This design comes from an exercise in tuning for small area on the open sky130 flow, not from production work.
The RTL was checked by simulation tests, not by an equivalence proof against the original design.
Power is estimated from default activity; no workload was simulated.

File: flow/design.v
module top_ps2(input wire clk, input wire rst, input wire ps2_clk, input wire ps2_data,
           output wire ascii_new, output wire [6:0] ascii_code);
    reg break_code_n, control_l, control_r, e0_code, kb_dc_cnt_0, kb_dc_cnt_1, kb_dc_cnt_2__n, kb_dc_cnt_3, kb_dc_cnt_4__n, kb_dc_cnt_5__n, kb_dc_cnt_6, kb_dc_cnt_7__n, kb_dc_cnt_8, kb_dc_flipflops_0, kb_dc_flipflops_1, kb_dc_result, kb_dc_sync_ff_n, kb_dd_cnt_0, kb_dd_cnt_1, kb_dd_cnt_2__n, kb_dd_cnt_3, kb_dd_cnt_4__n, kb_dd_cnt_5__n, kb_dd_cnt_6, kb_dd_cnt_7__n, kb_dd_cnt_8, kb_dd_flipflops_0, kb_dd_flipflops_1, kb_dd_result_n, kb_dd_sync_ff_n, kb_idle_0, kb_idle_10, kb_idle_11__n, kb_idle_1__n, kb_idle_2, kb_idle_3__n, kb_idle_4, kb_idle_5, kb_idle_6__n, kb_idle_7__n, kb_idle_8, kb_idle_9__n, kb_parity, kb_ps2_word_0__n, kb_ps2_word_1, kb_ps2_word_10, kb_ps2_word_2__n, kb_ps2_word_3, kb_ps2_word_4__n, kb_ps2_word_5__n, kb_ps2_word_6__n, kb_ps2_word_7__n, kb_ps2_word_8__n, kb_ps2_word_9__n, kb_tail, out_char_n, shift_l, shift_r;
    wire n101, n106, n111, n116, n121, n126, n131, n136, n141, n146, n151, n156, n161, n166, n171, n176, n181, n186, n191, n196, n201, n206, n211, n216, n221, n226, n231, n236, n241, n246, n251, n256, n26, n261, n266, n271, n276, n281, n286, n291, n296, n301, n306, n31, n311, n36, n41, n46, n51, n56, n61, n66, n71, n76, n81, n86, n91, n96, new_n187, new_n188, new_n189, new_n190, new_n191_1, new_n192, new_n193, new_n195, new_n196_1, new_n197, new_n198, new_n199, new_n200, new_n201_1, new_n202, new_n203, new_n204, new_n205, new_n206_1, new_n207, new_n208, new_n209, new_n210, new_n211_1, new_n212, new_n213, new_n214, new_n215, new_n216_1, new_n217, new_n218, new_n219, new_n220, new_n221_1, new_n222, new_n223, new_n224, new_n225, new_n226_1, new_n227, new_n228, new_n229, new_n230, new_n231_1, new_n232, new_n233, new_n234, new_n235, new_n236_1, new_n237, new_n238, new_n239, new_n240, new_n241_1, new_n242, new_n243, new_n244, new_n245, new_n246_1, new_n247, new_n248, new_n249, new_n250, new_n251_1, new_n252, new_n253, new_n254, new_n255, new_n256_1, new_n257, new_n258, new_n259, new_n260, new_n261_1, new_n262, new_n263, new_n264, new_n265, new_n266_1, new_n267, new_n268, new_n269, new_n270, new_n271_1, new_n272, new_n274, new_n275, new_n276_1, new_n277, new_n278, new_n279, new_n280, new_n281_1, new_n282, new_n283, new_n284, new_n285, new_n286_1, new_n287, new_n288, new_n289, new_n290, new_n291_1, new_n292, new_n293, new_n294, new_n295, new_n296_1, new_n297, new_n298, new_n299, new_n300, new_n301_1, new_n302, new_n304, new_n305, new_n306_1, new_n307, new_n308, new_n309, new_n310, new_n311_1, new_n312, new_n313, new_n314, new_n315, new_n316, new_n317, new_n318, new_n319, new_n320, new_n321, new_n322, new_n323, new_n324, new_n325, new_n326, new_n327, new_n328, new_n329, new_n330, new_n331, new_n332, new_n333, new_n334, new_n335, new_n337, new_n338, new_n339, new_n340, new_n341, new_n342, new_n343, new_n344, new_n345, new_n346, new_n347, new_n348, new_n349, new_n350, new_n351, new_n352, new_n353, new_n354, new_n355, new_n356, new_n357, new_n359, new_n360, new_n361, new_n362, new_n363, new_n364, new_n365, new_n366, new_n367, new_n368, new_n369, new_n370, new_n371, new_n372, new_n373, new_n374, new_n375, new_n376, new_n377, new_n378, new_n379, new_n380, new_n381, new_n382, new_n383, new_n384, new_n386, new_n387, new_n388, new_n389, new_n390, new_n391, new_n392, new_n393, new_n394, new_n395, new_n396, new_n397, new_n398, new_n399, new_n401, new_n402, new_n403, new_n404, new_n405, new_n406, new_n407, new_n408, new_n410, new_n411, new_n412, new_n413, new_n414, new_n415, new_n416, new_n417, new_n418, new_n419, new_n420, new_n421, new_n422, new_n423, new_n424, new_n425, new_n426, new_n427, new_n428, new_n429, new_n430, new_n431, new_n432, new_n433, new_n434, new_n435, new_n436, new_n437, new_n438, new_n439, new_n440, new_n441, new_n442, new_n443, new_n444, new_n445, new_n446, new_n447, new_n448, new_n449, new_n450, new_n451, new_n452, new_n454, new_n455, new_n456, new_n457, new_n458, new_n459, new_n460, new_n462, new_n463, new_n465, new_n466, new_n467, new_n468, new_n469, new_n470, new_n471, new_n472, new_n474, new_n475, new_n476, new_n477, new_n479, new_n480, new_n481, new_n482, new_n484, new_n485, new_n486, new_n487, new_n489, new_n490, new_n491, new_n493, new_n494, new_n495, new_n496, new_n497, new_n498, new_n499, new_n504, new_n505, new_n514, new_n515, new_n516, new_n518, new_n519, new_n520, new_n521, new_n522, new_n523, new_n524, new_n529, new_n530, new_n539, new_n540, new_n541, new_n542, new_n543, new_n544, new_n545, new_n546, new_n548, new_n549, new_n550, new_n551, new_n553, new_n554, new_n556, new_n557, new_n559, new_n560, new_n562, new_n563, new_n565, new_n566, new_n568, new_n569, new_n571, new_n572, new_n574, new_n575, new_n577, new_n578, new_n580, new_n581, new_n583, new_n584, new_n585, new_n586, new_n587, new_n589, new_n601, new_n602, new_n603, new_n604;
    assign new_n187 = kb_idle_3__n & ~kb_idle_5;
    assign new_n188 = ~kb_idle_0 & new_n187;
    assign new_n189 = kb_idle_1__n & ~kb_idle_2;
    assign new_n190 = ~kb_idle_4 & kb_idle_6__n;
    assign new_n191_1 = new_n189 & new_n190;
    assign new_n192 = new_n188 & new_n191_1;
    assign new_n193 = ~out_char_n & kb_tail;
    assign ascii_new = new_n192 & new_n193;
    assign new_n195 = ~kb_dc_result & ~kb_ps2_word_3;
    assign new_n196_1 = kb_dc_result & kb_ps2_word_4__n;
    assign new_n197 = ~new_n195 & ~new_n196_1;
    assign new_n198 = ~kb_dc_result & kb_ps2_word_5__n;
    assign new_n199 = kb_dc_result & kb_ps2_word_6__n;
    assign new_n200 = ~new_n198 & ~new_n199;
    assign new_n201_1 = new_n197 & new_n200;
    assign new_n202 = ~kb_dc_result & kb_ps2_word_2__n;
    assign new_n203 = kb_dc_result & ~kb_ps2_word_3;
    assign new_n204 = ~new_n202 & ~new_n203;
    assign new_n205 = ~kb_dc_result & kb_ps2_word_4__n;
    assign new_n206_1 = kb_dc_result & kb_ps2_word_5__n;
    assign new_n207 = ~new_n205 & ~new_n206_1;
    assign new_n208 = ~kb_dc_result & ~kb_ps2_word_1;
    assign new_n209 = kb_dc_result & kb_ps2_word_2__n;
    assign new_n210 = ~new_n208 & ~new_n209;
    assign new_n211_1 = ~new_n207 & ~new_n210;
    assign new_n212 = new_n204 & new_n211_1;
    assign new_n213 = ~kb_dc_result & kb_ps2_word_0__n;
    assign new_n214 = kb_dc_result & ~kb_ps2_word_1;
    assign new_n215 = ~new_n213 & ~new_n214;
    assign new_n216_1 = ~new_n210 & ~new_n215;
    assign new_n217 = ~control_r & ~control_l;
    assign new_n218 = ~shift_r & ~shift_l;
    assign new_n219 = new_n217 & new_n218;
    assign new_n220 = new_n204 & new_n219;
    assign new_n221_1 = ~new_n216_1 & ~new_n220;
    assign new_n222 = ~new_n212 & new_n221_1;
    assign new_n223 = new_n201_1 & ~new_n222;
    assign new_n224 = new_n197 & ~new_n223;
    assign new_n225 = new_n204 & new_n207;
    assign new_n226_1 = ~new_n210 & new_n225;
    assign new_n227 = ~new_n224 & new_n226_1;
    assign new_n228 = new_n200 & new_n207;
    assign new_n229 = new_n204 & ~new_n219;
    assign new_n230 = ~new_n197 & new_n215;
    assign new_n231_1 = new_n229 & new_n230;
    assign new_n232 = ~new_n228 & ~new_n231_1;
    assign new_n233 = ~kb_dc_result & kb_ps2_word_6__n;
    assign new_n234 = kb_dc_result & kb_ps2_word_7__n;
    assign new_n235 = ~new_n233 & ~new_n234;
    assign new_n236_1 = ~new_n232 & new_n235;
    assign new_n237 = new_n200 & ~new_n207;
    assign new_n238 = ~new_n204 & ~new_n210;
    assign new_n239 = new_n237 & new_n238;
    assign new_n240 = ~new_n200 & ~new_n215;
    assign new_n241_1 = new_n219 & new_n240;
    assign new_n242 = ~new_n239 & ~new_n241_1;
    assign new_n243 = ~new_n197 & ~new_n242;
    assign new_n244 = new_n197 & ~new_n215;
    assign new_n245 = ~new_n225 & new_n244;
    assign new_n246_1 = ~new_n197 & ~new_n207;
    assign new_n247 = new_n204 & new_n215;
    assign new_n248 = new_n246_1 & new_n247;
    assign new_n249 = ~new_n245 & ~new_n248;
    assign new_n250 = new_n228 & ~new_n249;
    assign new_n251_1 = ~new_n243 & ~new_n250;
    assign new_n252 = ~new_n236_1 & new_n251_1;
    assign new_n253 = ~new_n204 & new_n207;
    assign new_n254 = new_n215 & new_n253;
    assign new_n255 = ~new_n204 & new_n210;
    assign new_n256_1 = new_n246_1 & new_n255;
    assign new_n257 = ~new_n235 & ~new_n244;
    assign new_n258 = ~new_n256_1 & ~new_n257;
    assign new_n259 = ~new_n254 & new_n258;
    assign new_n260 = ~new_n200 & ~new_n259;
    assign new_n261_1 = ~new_n210 & ~new_n219;
    assign new_n262 = new_n235 & ~new_n261_1;
    assign new_n263 = new_n244 & new_n262;
    assign new_n264 = new_n204 & new_n210;
    assign new_n265 = ~new_n235 & new_n264;
    assign new_n266_1 = new_n237 & new_n265;
    assign new_n267 = new_n197 & ~new_n207;
    assign new_n268 = new_n216_1 & ~new_n267;
    assign new_n269 = ~new_n266_1 & ~new_n268;
    assign new_n270 = ~new_n263 & new_n269;
    assign new_n271_1 = ~new_n260 & new_n270;
    assign new_n272 = new_n252 & new_n271_1;
    assign ascii_code[0] = ~(~new_n227 & new_n272);
    assign new_n274 = new_n215 & new_n235;
    assign new_n275 = ~new_n230 & ~new_n274;
    assign new_n276_1 = ~new_n223 & new_n275;
    assign new_n277 = new_n210 & ~new_n276_1;
    assign new_n278 = new_n197 & new_n207;
    assign new_n279 = ~new_n237 & ~new_n278;
    assign new_n280 = ~new_n216_1 & ~new_n235;
    assign new_n281_1 = ~new_n279 & ~new_n280;
    assign new_n282 = ~new_n250 & ~new_n281_1;
    assign new_n283 = ~new_n277 & new_n282;
    assign new_n284 = new_n197 & new_n247;
    assign new_n285 = ~new_n197 & ~new_n247;
    assign new_n286_1 = ~new_n284 & ~new_n285;
    assign new_n287 = ~new_n210 & new_n286_1;
    assign new_n288 = ~new_n256_1 & ~new_n287;
    assign new_n289 = ~new_n235 & ~new_n288;
    assign new_n290 = new_n210 & ~new_n219;
    assign new_n291_1 = new_n278 & ~new_n290;
    assign new_n292 = ~new_n200 & ~new_n231_1;
    assign new_n293 = ~new_n291_1 & new_n292;
    assign new_n294 = new_n249 & ~new_n293;
    assign new_n295 = ~new_n204 & new_n230;
    assign new_n296_1 = ~new_n264 & ~new_n295;
    assign new_n297 = ~new_n247 & new_n296_1;
    assign new_n298 = new_n240 & new_n267;
    assign new_n299 = ~new_n219 & new_n298;
    assign new_n300 = ~new_n297 & ~new_n299;
    assign new_n301_1 = ~new_n294 & new_n300;
    assign new_n302 = ~new_n289 & ~new_n301_1;
    assign ascii_code[1] = new_n283 & new_n302;
    assign new_n304 = ~new_n204 & new_n235;
    assign new_n305 = ~new_n274 & ~new_n304;
    assign new_n306_1 = new_n219 & ~new_n305;
    assign new_n307 = ~new_n284 & ~new_n306_1;
    assign new_n308 = ~new_n197 & new_n264;
    assign new_n309 = ~new_n304 & ~new_n308;
    assign new_n310 = new_n246_1 & new_n264;
    assign new_n311_1 = new_n200 & ~new_n310;
    assign new_n312 = ~new_n309 & new_n311_1;
    assign new_n313 = new_n197 & new_n235;
    assign new_n314 = ~new_n210 & new_n313;
    assign new_n315 = new_n204 & new_n314;
    assign new_n316 = ~new_n312 & ~new_n315;
    assign new_n317 = ~ascii_code[0] & ~new_n316;
    assign new_n318 = new_n307 & ~new_n317;
    assign new_n319 = new_n207 & ~new_n318;
    assign new_n320 = ~new_n207 & ~new_n215;
    assign new_n321 = new_n204 & new_n237;
    assign new_n322 = ~new_n320 & ~new_n321;
    assign new_n323 = ~new_n197 & ~new_n322;
    assign new_n324 = ~new_n210 & ~new_n323;
    assign new_n325 = ~new_n207 & new_n215;
    assign new_n326 = ~new_n235 & new_n325;
    assign new_n327 = new_n210 & ~new_n313;
    assign new_n328 = ~new_n326 & new_n327;
    assign new_n329 = ~new_n299 & new_n328;
    assign new_n330 = ~new_n324 & ~new_n329;
    assign new_n331 = ~new_n216_1 & ~new_n245;
    assign new_n332 = new_n200 & ~new_n331;
    assign new_n333 = ~new_n237 & new_n238;
    assign new_n334 = ~new_n332 & ~new_n333;
    assign new_n335 = ~new_n330 & new_n334;
    assign ascii_code[2] = ~(~new_n319 & new_n335);
    assign new_n337 = ~new_n197 & ~new_n229;
    assign new_n338 = new_n210 & ~new_n337;
    assign new_n339 = ~new_n230 & ~new_n338;
    assign new_n340 = new_n228 & ~new_n339;
    assign new_n341 = ~new_n204 & ~new_n215;
    assign new_n342 = new_n207 & new_n210;
    assign new_n343 = new_n341 & new_n342;
    assign new_n344 = new_n210 & new_n219;
    assign new_n345 = ~new_n200 & ~new_n207;
    assign new_n346 = ~new_n344 & new_n345;
    assign new_n347 = ~new_n235 & ~new_n346;
    assign new_n348 = ~new_n343 & ~new_n347;
    assign new_n349 = ~new_n197 & new_n253;
    assign new_n350 = ~new_n210 & new_n230;
    assign new_n351 = ~new_n349 & ~new_n350;
    assign new_n352 = ~new_n201_1 & new_n341;
    assign new_n353 = new_n351 & new_n352;
    assign new_n354 = ~new_n348 & ~new_n353;
    assign new_n355 = new_n212 & new_n235;
    assign new_n356 = ~new_n307 & new_n355;
    assign new_n357 = ~new_n354 & ~new_n356;
    assign ascii_code[3] = ~(~new_n340 & ~new_n357);
    assign new_n359 = new_n207 & ~new_n219;
    assign new_n360 = ~new_n215 & ~new_n229;
    assign new_n361 = new_n313 & new_n360;
    assign new_n362 = new_n217 & new_n361;
    assign new_n363 = ~new_n215 & new_n235;
    assign new_n364 = ~new_n220 & ~new_n363;
    assign new_n365 = new_n342 & ~new_n364;
    assign new_n366 = ~new_n217 & ~new_n361;
    assign new_n367 = ~new_n365 & ~new_n366;
    assign new_n368 = ~new_n362 & new_n367;
    assign new_n369 = new_n359 & new_n368;
    assign new_n370 = new_n351 & ~new_n369;
    assign new_n371 = new_n235 & ~new_n370;
    assign new_n372 = new_n204 & ~new_n246_1;
    assign new_n373 = ~new_n314 & new_n372;
    assign new_n374 = ~new_n255 & new_n286_1;
    assign new_n375 = ~new_n373 & new_n374;
    assign new_n376 = new_n201_1 & ~new_n211_1;
    assign new_n377 = ~new_n297 & new_n376;
    assign new_n378 = ~new_n375 & ~new_n377;
    assign new_n379 = ~new_n229 & new_n298;
    assign new_n380 = new_n265 & ~new_n359;
    assign new_n381 = ~new_n200 & new_n308;
    assign new_n382 = ~new_n380 & ~new_n381;
    assign new_n383 = ~new_n379 & new_n382;
    assign new_n384 = new_n378 & new_n383;
    assign ascii_code[5] = ~(~new_n371 & new_n384);
    assign new_n386 = new_n220 & ~new_n267;
    assign new_n387 = ascii_code[5] & new_n386;
    assign new_n388 = ~new_n204 & ~new_n262;
    assign new_n389 = new_n215 & new_n278;
    assign new_n390 = ~new_n388 & ~new_n389;
    assign new_n391 = new_n200 & ~new_n320;
    assign new_n392 = ~new_n390 & ~new_n391;
    assign new_n393 = ~new_n230 & ~new_n235;
    assign new_n394 = new_n225 & ~new_n274;
    assign new_n395 = ~new_n393 & new_n394;
    assign new_n396 = ~new_n299 & ~new_n395;
    assign new_n397 = ~new_n223 & new_n396;
    assign new_n398 = new_n316 & new_n397;
    assign new_n399 = ~new_n392 & new_n398;
    assign ascii_code[4] = ~(~new_n387 & new_n399);
    assign new_n401 = ~new_n197 & new_n210;
    assign new_n402 = ~new_n211_1 & ~new_n235;
    assign new_n403 = ~new_n401 & new_n402;
    assign new_n404 = new_n235 & ~new_n350;
    assign new_n405 = ~new_n200 & ~new_n404;
    assign new_n406 = ~new_n403 & new_n405;
    assign new_n407 = ~new_n310 & ~new_n406;
    assign new_n408 = new_n368 & new_n407;
    assign ascii_code[6] = new_n378 & new_n408;
    assign new_n410 = kb_idle_7__n & kb_idle_9__n;
    assign new_n411 = kb_dc_result & ~kb_idle_1__n;
    assign new_n412 = kb_idle_2 & kb_idle_4;
    assign new_n413 = new_n411 & new_n412;
    assign new_n414 = new_n410 & new_n413;
    assign new_n415 = ~kb_idle_6__n & kb_idle_8;
    assign new_n416 = kb_idle_10 & kb_idle_11__n;
    assign new_n417 = new_n415 & new_n416;
    assign new_n418 = new_n188 & new_n417;
    assign new_n419 = new_n414 & new_n418;
    assign new_n420 = ~out_char_n & ~new_n419;
    assign new_n421 = ~new_n278 & ~new_n311_1;
    assign new_n422 = ~new_n395 & new_n421;
    assign new_n423 = new_n378 & ~new_n422;
    assign new_n424 = new_n235 & new_n422;
    assign new_n425 = ~new_n237 & ~new_n372;
    assign new_n426 = ~new_n216_1 & new_n217;
    assign new_n427 = ~new_n425 & new_n426;
    assign new_n428 = ~new_n424 & ~new_n427;
    assign new_n429 = ~new_n423 & new_n428;
    assign new_n430 = ~new_n238 & ~new_n308;
    assign new_n431 = ~new_n343 & new_n430;
    assign new_n432 = ~new_n287 & new_n431;
    assign new_n433 = ~new_n217 & ~new_n432;
    assign new_n434 = ~new_n200 & new_n207;
    assign new_n435 = ~new_n296_1 & new_n434;
    assign new_n436 = e0_code & new_n333;
    assign new_n437 = new_n200 & ~new_n308;
    assign new_n438 = ~new_n436 & new_n437;
    assign new_n439 = ~new_n435 & ~new_n438;
    assign new_n440 = ~new_n433 & new_n439;
    assign new_n441 = new_n235 & ~new_n440;
    assign new_n442 = kb_parity & kb_ps2_word_0__n;
    assign new_n443 = kb_ps2_word_10 & new_n442;
    assign new_n444 = new_n419 & new_n443;
    assign new_n445 = kb_ps2_word_8__n & new_n444;
    assign new_n446 = ~new_n210 & new_n341;
    assign new_n447 = new_n210 & new_n247;
    assign new_n448 = break_code_n & ~new_n447;
    assign new_n449 = ~new_n446 & new_n448;
    assign new_n450 = new_n445 & new_n449;
    assign new_n451 = ~new_n441 & new_n450;
    assign new_n452 = ~new_n429 & new_n451;
    assign n26 = ~new_n420 & ~new_n452;
    assign new_n454 = new_n207 & new_n444;
    assign new_n455 = break_code_n & ~new_n454;
    assign new_n456 = new_n216_1 & new_n249;
    assign new_n457 = new_n312 & new_n456;
    assign new_n458 = new_n444 & ~new_n457;
    assign new_n459 = ~rst & ~new_n445;
    assign new_n460 = ~new_n458 & new_n459;
    assign n31 = ~(~new_n455 & new_n460);
    assign new_n462 = ~new_n207 & new_n444;
    assign new_n463 = ~e0_code & ~new_n462;
    assign n36 = new_n460 & ~new_n463;
    assign new_n465 = new_n260 & new_n445;
    assign new_n466 = new_n216_1 & new_n225;
    assign new_n467 = new_n465 & new_n466;
    assign new_n468 = e0_code & new_n467;
    assign new_n469 = ~rst & break_code_n;
    assign new_n470 = new_n468 & new_n469;
    assign new_n471 = ~rst & control_r;
    assign new_n472 = ~new_n468 & new_n471;
    assign n41 = ~(~new_n470 & ~new_n472);
    assign new_n474 = ~e0_code & new_n467;
    assign new_n475 = new_n469 & new_n474;
    assign new_n476 = ~rst & control_l;
    assign new_n477 = ~new_n474 & new_n476;
    assign n46 = ~(~new_n475 & ~new_n477);
    assign new_n479 = new_n314 & new_n465;
    assign new_n480 = new_n469 & new_n479;
    assign new_n481 = ~rst & shift_r;
    assign new_n482 = ~new_n479 & new_n481;
    assign n51 = ~(~new_n480 & ~new_n482);
    assign new_n484 = new_n343 & new_n465;
    assign new_n485 = new_n469 & new_n484;
    assign new_n486 = ~rst & shift_l;
    assign new_n487 = ~new_n484 & new_n486;
    assign n56 = ~(~new_n485 & ~new_n487);
    assign new_n489 = ~kb_dd_flipflops_0 & ~kb_dd_flipflops_1;
    assign new_n490 = kb_dd_flipflops_0 & kb_dd_flipflops_1;
    assign new_n491 = ~new_n489 & ~new_n490;
    assign n96 = ~kb_dd_cnt_2__n & ~new_n491;
    assign new_n493 = ~kb_dd_cnt_1 & ~kb_dd_cnt_8;
    assign new_n494 = ~kb_dd_cnt_3 & kb_dd_cnt_5__n;
    assign new_n495 = new_n493 & new_n494;
    assign new_n496 = n96 & new_n495;
    assign new_n497 = kb_dd_result_n & ~new_n496;
    assign new_n498 = ~kb_dd_flipflops_1 & new_n496;
    assign new_n499 = ~rst & ~new_n498;
    assign n61 = ~(~new_n497 & new_n499);
    assign n66 = ~(~rst & ps2_data);
    assign n71 = ~rst & ~kb_dd_sync_ff_n;
    assign n76 = ~rst & kb_dd_flipflops_0;
    assign new_n504 = kb_dd_cnt_1 & kb_dd_cnt_8;
    assign new_n505 = ~new_n493 & ~new_n504;
    assign n81 = ~new_n491 & new_n505;
    assign n86 = ~(~kb_dd_cnt_0 & ~new_n491);
    assign n91 = ~kb_dd_cnt_1 & ~new_n491;
    assign n101 = ~kb_dd_cnt_3 & ~new_n491;
    assign n106 = kb_dd_cnt_4__n & ~new_n491;
    assign n111 = ~kb_dd_cnt_5__n & ~new_n491;
    assign n116 = ~kb_dd_cnt_6 & ~new_n491;
    assign n121 = ~kb_dd_cnt_7__n & ~new_n491;
    assign new_n514 = ~kb_dc_flipflops_0 & ~kb_dc_flipflops_1;
    assign new_n515 = kb_dc_flipflops_0 & kb_dc_flipflops_1;
    assign new_n516 = ~new_n514 & ~new_n515;
    assign n161 = ~kb_dc_cnt_2__n & ~new_n516;
    assign new_n518 = ~kb_dc_cnt_1 & ~kb_dc_cnt_8;
    assign new_n519 = ~kb_dc_cnt_3 & kb_dc_cnt_5__n;
    assign new_n520 = new_n518 & new_n519;
    assign new_n521 = n161 & new_n520;
    assign new_n522 = ~kb_dc_result & ~new_n521;
    assign new_n523 = ~kb_dc_flipflops_1 & new_n521;
    assign new_n524 = ~rst & ~new_n523;
    assign n126 = ~new_n522 & new_n524;
    assign n131 = ~(~rst & ps2_clk);
    assign n136 = ~rst & ~kb_dc_sync_ff_n;
    assign n141 = ~rst & kb_dc_flipflops_0;
    assign new_n529 = kb_dc_cnt_1 & kb_dc_cnt_8;
    assign new_n530 = ~new_n518 & ~new_n529;
    assign n146 = ~new_n516 & new_n530;
    assign n151 = ~(~kb_dc_cnt_0 & ~new_n516);
    assign n156 = ~kb_dc_cnt_1 & ~new_n516;
    assign n166 = ~kb_dc_cnt_3 & ~new_n516;
    assign n171 = kb_dc_cnt_4__n & ~new_n516;
    assign n176 = ~kb_dc_cnt_5__n & ~new_n516;
    assign n181 = ~kb_dc_cnt_6 & ~new_n516;
    assign n186 = ~kb_dc_cnt_7__n & ~new_n516;
    assign new_n539 = kb_dc_result & new_n523;
    assign new_n540 = kb_ps2_word_1 & ~kb_ps2_word_10;
    assign new_n541 = ~kb_ps2_word_1 & kb_ps2_word_10;
    assign new_n542 = ~new_n540 & ~new_n541;
    assign new_n543 = new_n539 & ~new_n542;
    assign new_n544 = kb_parity & new_n543;
    assign new_n545 = ~kb_parity & ~new_n543;
    assign new_n546 = ~rst & ~new_n545;
    assign n191 = ~new_n544 & new_n546;
    assign new_n548 = ~rst & ~new_n539;
    assign new_n549 = ~kb_ps2_word_0__n & new_n548;
    assign new_n550 = ~rst & new_n539;
    assign new_n551 = kb_ps2_word_1 & new_n550;
    assign n196 = ~new_n549 & ~new_n551;
    assign new_n553 = kb_ps2_word_1 & new_n548;
    assign new_n554 = ~kb_ps2_word_2__n & new_n550;
    assign n201 = ~(~new_n553 & ~new_n554);
    assign new_n556 = ~kb_ps2_word_2__n & new_n548;
    assign new_n557 = kb_ps2_word_3 & new_n550;
    assign n206 = ~new_n556 & ~new_n557;
    assign new_n559 = kb_ps2_word_3 & new_n548;
    assign new_n560 = ~kb_ps2_word_4__n & new_n550;
    assign n211 = ~(~new_n559 & ~new_n560);
    assign new_n562 = ~kb_ps2_word_4__n & new_n548;
    assign new_n563 = ~kb_ps2_word_5__n & new_n550;
    assign n216 = ~new_n562 & ~new_n563;
    assign new_n565 = ~kb_ps2_word_5__n & new_n548;
    assign new_n566 = ~kb_ps2_word_6__n & new_n550;
    assign n221 = ~new_n565 & ~new_n566;
    assign new_n568 = ~kb_ps2_word_6__n & new_n548;
    assign new_n569 = ~kb_ps2_word_7__n & new_n550;
    assign n226 = ~new_n568 & ~new_n569;
    assign new_n571 = ~kb_ps2_word_7__n & new_n548;
    assign new_n572 = ~kb_ps2_word_8__n & new_n550;
    assign n231 = ~new_n571 & ~new_n572;
    assign new_n574 = ~kb_ps2_word_8__n & new_n548;
    assign new_n575 = ~kb_ps2_word_9__n & new_n550;
    assign n236 = ~new_n574 & ~new_n575;
    assign new_n577 = ~kb_ps2_word_9__n & new_n548;
    assign new_n578 = kb_ps2_word_10 & new_n550;
    assign n241 = ~new_n577 & ~new_n578;
    assign new_n580 = ~n61 & new_n539;
    assign new_n581 = kb_ps2_word_10 & new_n548;
    assign n246 = ~(~new_n580 & ~new_n581);
    assign new_n583 = ~kb_tail & ~new_n419;
    assign new_n584 = ~kb_idle_8 & ~kb_idle_10;
    assign new_n585 = new_n410 & new_n584;
    assign new_n586 = new_n192 & new_n585;
    assign new_n587 = ~rst & ~new_n586;
    assign n251 = ~new_n583 & new_n587;
    assign new_n589 = ~kb_dc_result & ~kb_tail;
    assign n256 = ~kb_idle_0 & ~new_n589;
    assign n261 = ~kb_idle_1__n & ~new_n589;
    assign n266 = ~kb_idle_2 & ~new_n589;
    assign n271 = ~(kb_idle_3__n & ~new_n589);
    assign n276 = kb_idle_4 & ~new_n589;
    assign n281 = ~kb_idle_5 & ~new_n589;
    assign n286 = ~(~kb_idle_6__n & ~new_n589);
    assign n291 = ~kb_idle_7__n & ~new_n589;
    assign n296 = ~(kb_idle_8 & ~new_n589);
    assign n301 = ~(kb_idle_9__n & ~new_n589);
    assign n306 = ~kb_idle_10 & ~new_n589;
    assign new_n601 = ~kb_idle_11__n & ~kb_idle_0;
    assign new_n602 = kb_idle_11__n & kb_idle_0;
    assign new_n603 = ~new_n601 & ~new_n602;
    assign new_n604 = kb_dc_result & ~kb_tail;
    assign n311 = ~new_n603 & new_n604;
    always @(posedge clk) begin
        out_char_n <= n26;
        break_code_n <= n31;
        e0_code <= n36;
        control_r <= n41;
        control_l <= n46;
        shift_r <= n51;
        shift_l <= n56;
        kb_dd_result_n <= n61;
        kb_dd_sync_ff_n <= n66;
        kb_dd_flipflops_0 <= n71;
        kb_dd_flipflops_1 <= n76;
        kb_dd_cnt_0 <= n81;
        kb_dd_cnt_1 <= n86;
        kb_dd_cnt_2__n <= n91;
        kb_dd_cnt_3 <= n96;
        kb_dd_cnt_4__n <= n101;
        kb_dd_cnt_5__n <= n106;
        kb_dd_cnt_6 <= n111;
        kb_dd_cnt_7__n <= n116;
        kb_dd_cnt_8 <= n121;
        kb_dc_result <= n126;
        kb_dc_sync_ff_n <= n131;
        kb_dc_flipflops_0 <= n136;
        kb_dc_flipflops_1 <= n141;
        kb_dc_cnt_0 <= n146;
        kb_dc_cnt_1 <= n151;
        kb_dc_cnt_2__n <= n156;
        kb_dc_cnt_3 <= n161;
        kb_dc_cnt_4__n <= n166;
        kb_dc_cnt_5__n <= n171;
        kb_dc_cnt_6 <= n176;
        kb_dc_cnt_7__n <= n181;
        kb_dc_cnt_8 <= n186;
        kb_parity <= n191;
        kb_ps2_word_0__n <= n196;
        kb_ps2_word_1 <= n201;
        kb_ps2_word_2__n <= n206;
        kb_ps2_word_3 <= n211;
        kb_ps2_word_4__n <= n216;
        kb_ps2_word_5__n <= n221;
        kb_ps2_word_6__n <= n226;
        kb_ps2_word_7__n <= n231;
        kb_ps2_word_8__n <= n236;
        kb_ps2_word_9__n <= n241;
        kb_ps2_word_10 <= n246;
        kb_tail <= n251;
        kb_idle_1__n <= n256;
        kb_idle_2 <= n261;
        kb_idle_3__n <= n266;
        kb_idle_4 <= n271;
        kb_idle_5 <= n276;
        kb_idle_6__n <= n281;
        kb_idle_7__n <= n286;
        kb_idle_8 <= n291;
        kb_idle_9__n <= n296;
        kb_idle_10 <= n301;
        kb_idle_11__n <= n306;
        kb_idle_0 <= n311;
    end
endmodule
File: flow/flow/remap.abc
strash
dch -f
amap
topo
stime -c
File: flow/standard.sh
#!/bin/bash
# synth_recipe.tcl (not shown) runs the flow's synth.tcl, then flattens the netlist and writes it again
# the make line also repeats each setting of config.mk as NAME=value (left out here)
make -C /OpenROAD-flow-scripts/flow DESIGN_CONFIG=/design/flow/config.mk WORK_HOME=/design/flow/orfs CLKGATE_MAP_FILE= SYNTH_SCRIPT=/design/flow/synth_recipe.tcl "${@:-finish}"
File: flow/flow/layout_env.sh
export CTS_ARGS="-sink_clustering_enable -repair_clock_nets -dont_use_dummy_load -buf_list {sky130_fd_sc_hd__clkbuf_4 sky130_fd_sc_hd__clkbuf_2}"
# Port buffers: the smallest buffer (the ports are lightly loaded).
export BUFFER_PORTS_ARGS="-buffer_cell sky130_fd_sc_hd__buf_1"
File: flow/flow/run.sh
#!/bin/bash
# Own layout flow: the standard synthesis, then the combinational logic between the
# (unchanged) registers is mapped again with an area-oriented ABC script, then the standard flow's
# standard layout steps from that netlist on. Each tool's output goes to its own log here.
set -euo pipefail
W=$(pwd)
F=$W/flow
R=$W/orfs/results/$FLOW_PLATFORM/top_ps2/base
LIB=$FLOW_HOME/platforms/$FLOW_PLATFORM/lib/sky130_fd_sc_hd__tt_025C_1v80.lib
YOSYS=$FLOW_HOME/../tools/install/yosys/bin/yosys
[ -x "$YOSYS" ] || YOSYS=yosys

bash standard.sh "$R/1_2_yosys.v" > synth_standard.log 2>&1
cp "$R/1_2_yosys.v" netlist_standard.v

# 2. map the logic between the registers again (registers kept as black boxes)
DONT_USE=$(sed -n '/DONT_USE_CELLS += /,/^#/p' "$FLOW_HOME/platforms/$FLOW_PLATFORM/config.mk" \
  | grep -o 'sky130_fd_sc_hd__[a-z0-9_]*' | sed 's/^/-dont_use /' | tr '\n' ' ')
cat > remap.ys <<EOY
read_liberty -ignore_miss_func $LIB
read_verilog netlist_standard.v
hierarchy -top $FLOW_TOP
blackbox sky130_fd_sc_hd__dfxtp_1
flatten
opt -purge
abc -liberty $LIB $DONT_USE -script $F/remap.abc
opt_clean -purge
splitnets
opt_clean -purge
hilomap -singleton -hicell sky130_fd_sc_hd__conb_1 HI -locell sky130_fd_sc_hd__conb_1 LO
insbuf -buf sky130_fd_sc_hd__buf_4 A X
stat -liberty $LIB
write_verilog -noattr -nohex -nodec netlist_remapped.v
EOY
"$YOSYS" -l remap.log -q -s remap.ys
cp netlist_remapped.v "$R/1_2_yosys.v"
touch "$R/1_2_yosys.v"

# 3. the standard layout steps on the remapped netlist
source "$F/layout_env.sh"
bash standard.sh finish > layout.log 2>&1
File: flow/constraint.sdc
create_clock -name core_clock -period 20.0 [get_ports {clk}]
set_input_delay 4.0000 -clock core_clock [delete_from_list [all_inputs] [get_ports {clk}]]
set_output_delay 4.0000 -clock core_clock [all_outputs]
set_load 0.01 [all_outputs]
File: flow/config.mk
export PLATFORM = sky130hd
export DESIGN_NAME = top_ps2
export DESIGN_NICKNAME = top_ps2
export VERILOG_FILES = /design/flow/design.v
export SDC_FILE = /design/flow/constraint.sdc
export NUM_CORES = 4
export LEC_CHECK = 0
export ABC_AREA = 1
export CAP_MARGIN = 20
export CORE_MARGIN = 2
export CORE_UTILIZATION = 40
export GPL_TIMING_DRIVEN = 0
export PLACE_DENSITY = 0.6
export SLEW_MARGIN = 20
==> key figures <==
Power
  – Int Pwr: 0.000153 W
  – Comb power frac: 0.053
  – Switch share: 0.222
  – Clock power share: 0.274
  – Leak Pwr: 0.892 nW
  – Switching power: 0.0000435 W
  – Power Density: 70.9 nW/um^2
  – Peak supply drop: 0.0464 mV
  – Overall Power: 0.000196 W
  – Reg power frac: 0.672

Detailed routing
  – DRC: 0
  – Avg WL per Cell: 14.7 um
  – Initial DRC count: 293
  – Router iterations before antenna repair: 6
  – Final ANT Viol Nets: 0
  – Via-to-Cell Ratio: 5.78
  – Routed vias: 2452
  – Final WL: 6.22 mm

Critical path
  – Worst EP required: 16000 ps
  – Kind of cell adding the most delay to the critical path: compound AO/OA/AOI/OAI gates
  – Largest fanout on the critical path: 15
  – Worst EP arrival: 4750 ps
  – FF-to-FF Start: kb_dc_result
  – Critical path class: flop to output pin
  – Cell mode on critical path: nor2_1
  – Max incr delay on CP: 880 ps
  – Critical Path End Type: output pin
  – R2R depth: 12
  – Critical Path Slowest Stage Cell: o22ai_1
  – Critical R2R Capture: out_char_n
  – Startpoint types: flop
  – Crit path buf inv count: 3
  – FF-to-FF setup slack: 15730 ps
  – Cell Chain, Critical Path: clkinv_1, o22ai_1, clkinv_1, nor2_1, nor2_1, a21oi_1, nor3_1, nor2_1, o21ai_0, or4b_1, o21a_1, o221ai_1, buf_1

Floorplan
  – Core area: 6280 sq um
  – Die Y: 83.9 um
  – # rows: 29
  – Starting density of the core: 0.407
  – Total Die Area: 7040 sq um
  – IO Count: 12
  – Die width: 83.9 um

STA
  – Worst-margin pin slew: 1110 ps
  – Final period util: 0.437
  – Period minus WS final: 8750 ps
  – Worst Setup Slack, final: 11250 ps
  – Setup TNS: 0 ps
  – RSZ-0062 raised after global routing: false
  – Final setup fails: 0
  – Slew Viols, Final: 0
  – Max_slew headroom: 0.261
  – FMAX: 114 MHz
  – Final hold violation count: 0
  – Clock skew: 45.4 ps

Worst hold path
  – Cells on Worst Hold Path: 1
  – Hold Crit Start: kb_dd_cnt_7__n
  – Worst min-delay path class: flop to flop
  – Hold Crit Endpoint: kb_dd_cnt_8

Global route
  – First-pass GRT wire length: 10.5 mm
  – Number of global-route vias before repair: 2221
  – Initial antenna violation count: 0
  – Grt total ovfl: 0
  – GRT Util Overall: 0.183
  – Largest net degree at the start of global routing: 19

Status
  – Outcome: timing/DRC/antenna clean

Clock network
  – CTS root buffer: clkbuf_4
  – Clock Latency Late Sink: 380 ps
  – Setup bufs post-CTS: 0
  – Clock sink count: 58
  – Post_cts resized: 0
  – Hold buffer count at cts: 0
  – H-tree Lvls: 3
  – Clock buffer depth: 2
  – CTS Buf Count: 9
  – CTS tree: done
  – Clock Pin Slew Worst Setup and Hold Paths: 90 ps

Placement
  – RD Place Congestion: 0.921
  – Input/output buffers: 11
  – Placement Setup Slack: 11530 ps
  – DP HPWL: 4.43 mm

Final layout
  – # diodes: 0
  – Filler cells: 628
  – Final core utilization: 0.441
  – Layout area overhead: 8.28%
  – Final Net Count: 353
  – Ratio of cells with drive above 1 in the final layout: 0.0288

Synthesis
  – Syn. warnings: 1
  – Synthesized area: 2550 sq um
  – Mean cell area of the mapped netlist: 7.81 sq um
  – Cell count after synthesis: 327
  – Syn nets: 331

Job
  – MaxCap Viol Count: 0
routing by layer:
layer	global-route usage	vias to the layer above	routed length, um
li1	-	1218	-
met1	0.252	1079	2830
met2	0.268	127	2700
met3	0.0435	28	480
met4	0.0894	0	206
met5	0	-	0
worst register-to-register path: stages, from the launching register on:
cell and delay [ps]:
dfxtp_1 650, clkinv_1 400, o22ai_1 880, clkinv_1 560, nor2_1 400, nand2_1 110, o21ai_0 160, or2_0 180
nand3_1 80, o21ai_0 140, a31oi_1 90, a2111oi_0 430, a21oi_1 70
power by group through the flow:
stage               combinational [W]  sequential [W]  clock [W]
floorplan                  0.00000818        0.000133          0
global placement            0.0000102        0.000134          0
detailed placement          0.0000108        0.000134          0
CTS                         0.0000107        0.000132  0.0000562
global route                0.0000121        0.000133  0.0000611
finish                      0.0000105        0.000132  0.0000538
layout make-up:
class	count	area, sq um	share of cell area
Clock buffer	9	67.6	0.0244
Inverter	37	139	0.0502
Multi-Input combinational cell	232	1260	0.456
Sequential cell	58	1160	0.420
Tap cell	77	96.3	0.0348
Timing Repair Buffer	11	41.3	0.0149
placed cells by master, fill, tap and decap left out, types with 4 or more instances in the layout:
| cell type | instances |
|---|---|
| a21oi_1 | 13 |
| nor2_1 | 82 |
| a31oi_1 | 4 |
| o22a_1 | 9 |
| o31ai_1 | 4 |
| nor2b_1 | 6 |
| nor3_1 | 14 |
| buf_1 | 11 |
| o22ai_1 | 10 |
| clkinv_1 | 37 |
| or2_0 | 5 |
| a211oi_1 | 9 |
| o21ai_0 | 15 |
| nand2_1 | 15 |
| o32ai_1 | 4 |
| nand3_1 | 6 |
| clkbuf_4 | 9 |
| dfxtp_1 | 58 |
| nand2b_1 | 4 |
worst max path at each step:
stage                  from             to  slack (ps)  cells after the start
4_1_cts        kb_dc_result  ascii_code[2]       11150                     13
2_1_floorplan  kb_dc_result  ascii_code[2]       12510                     12
5_1_grt        kb_dc_result  ascii_code[2]       10990                     13
6_report       kb_dc_result  ascii_code[2]       11250                     13
3_5_place_dp   kb_dc_result  ascii_code[2]       11530                     13
3_3_place_gp   kb_dc_result  ascii_code[2]       11500                     13
through the flow:
stage / area (sq um) / hold WS, ps / std cells
finish: 2770 / 349 / 424
CTS: 2760 / 352 / 424
global route: 2770 / 370 / 424
detailed placement: 2690 / 371 / 415
global placement: 2690 / 367 / 415
floorplan: 2550 / 363 / 327

[static timing again, ports no longer ideal]
The flow's constraints put no driver on any port. The routed layout listed below was extracted and timed again, unchanged, in two steps. Step 1 assumes that a clkbuf_16 drives the clock port and a buf_2 every other input. Step 2 adds t to the input delays and takes it off the output delays; t is the mean of the earliest and latest rising clock arrival at the registers after step 1. Input paths then give back, and output paths get back, about the clock's delay inside the block. Slacks: ideal ports / drivers / drivers and shift; pairs: ideal ports / drivers.
shift t [ns]: 0.385
setup WS [ns]: 11.252 / 11.227 / 11.612
hold WS [ns]: 0.349 / 0.349 / 0.349
After both steps setup and hold are still met in this run. The setup slack of this run moves by -0.025 ns with the drivers and by +0.360 ns with both steps.
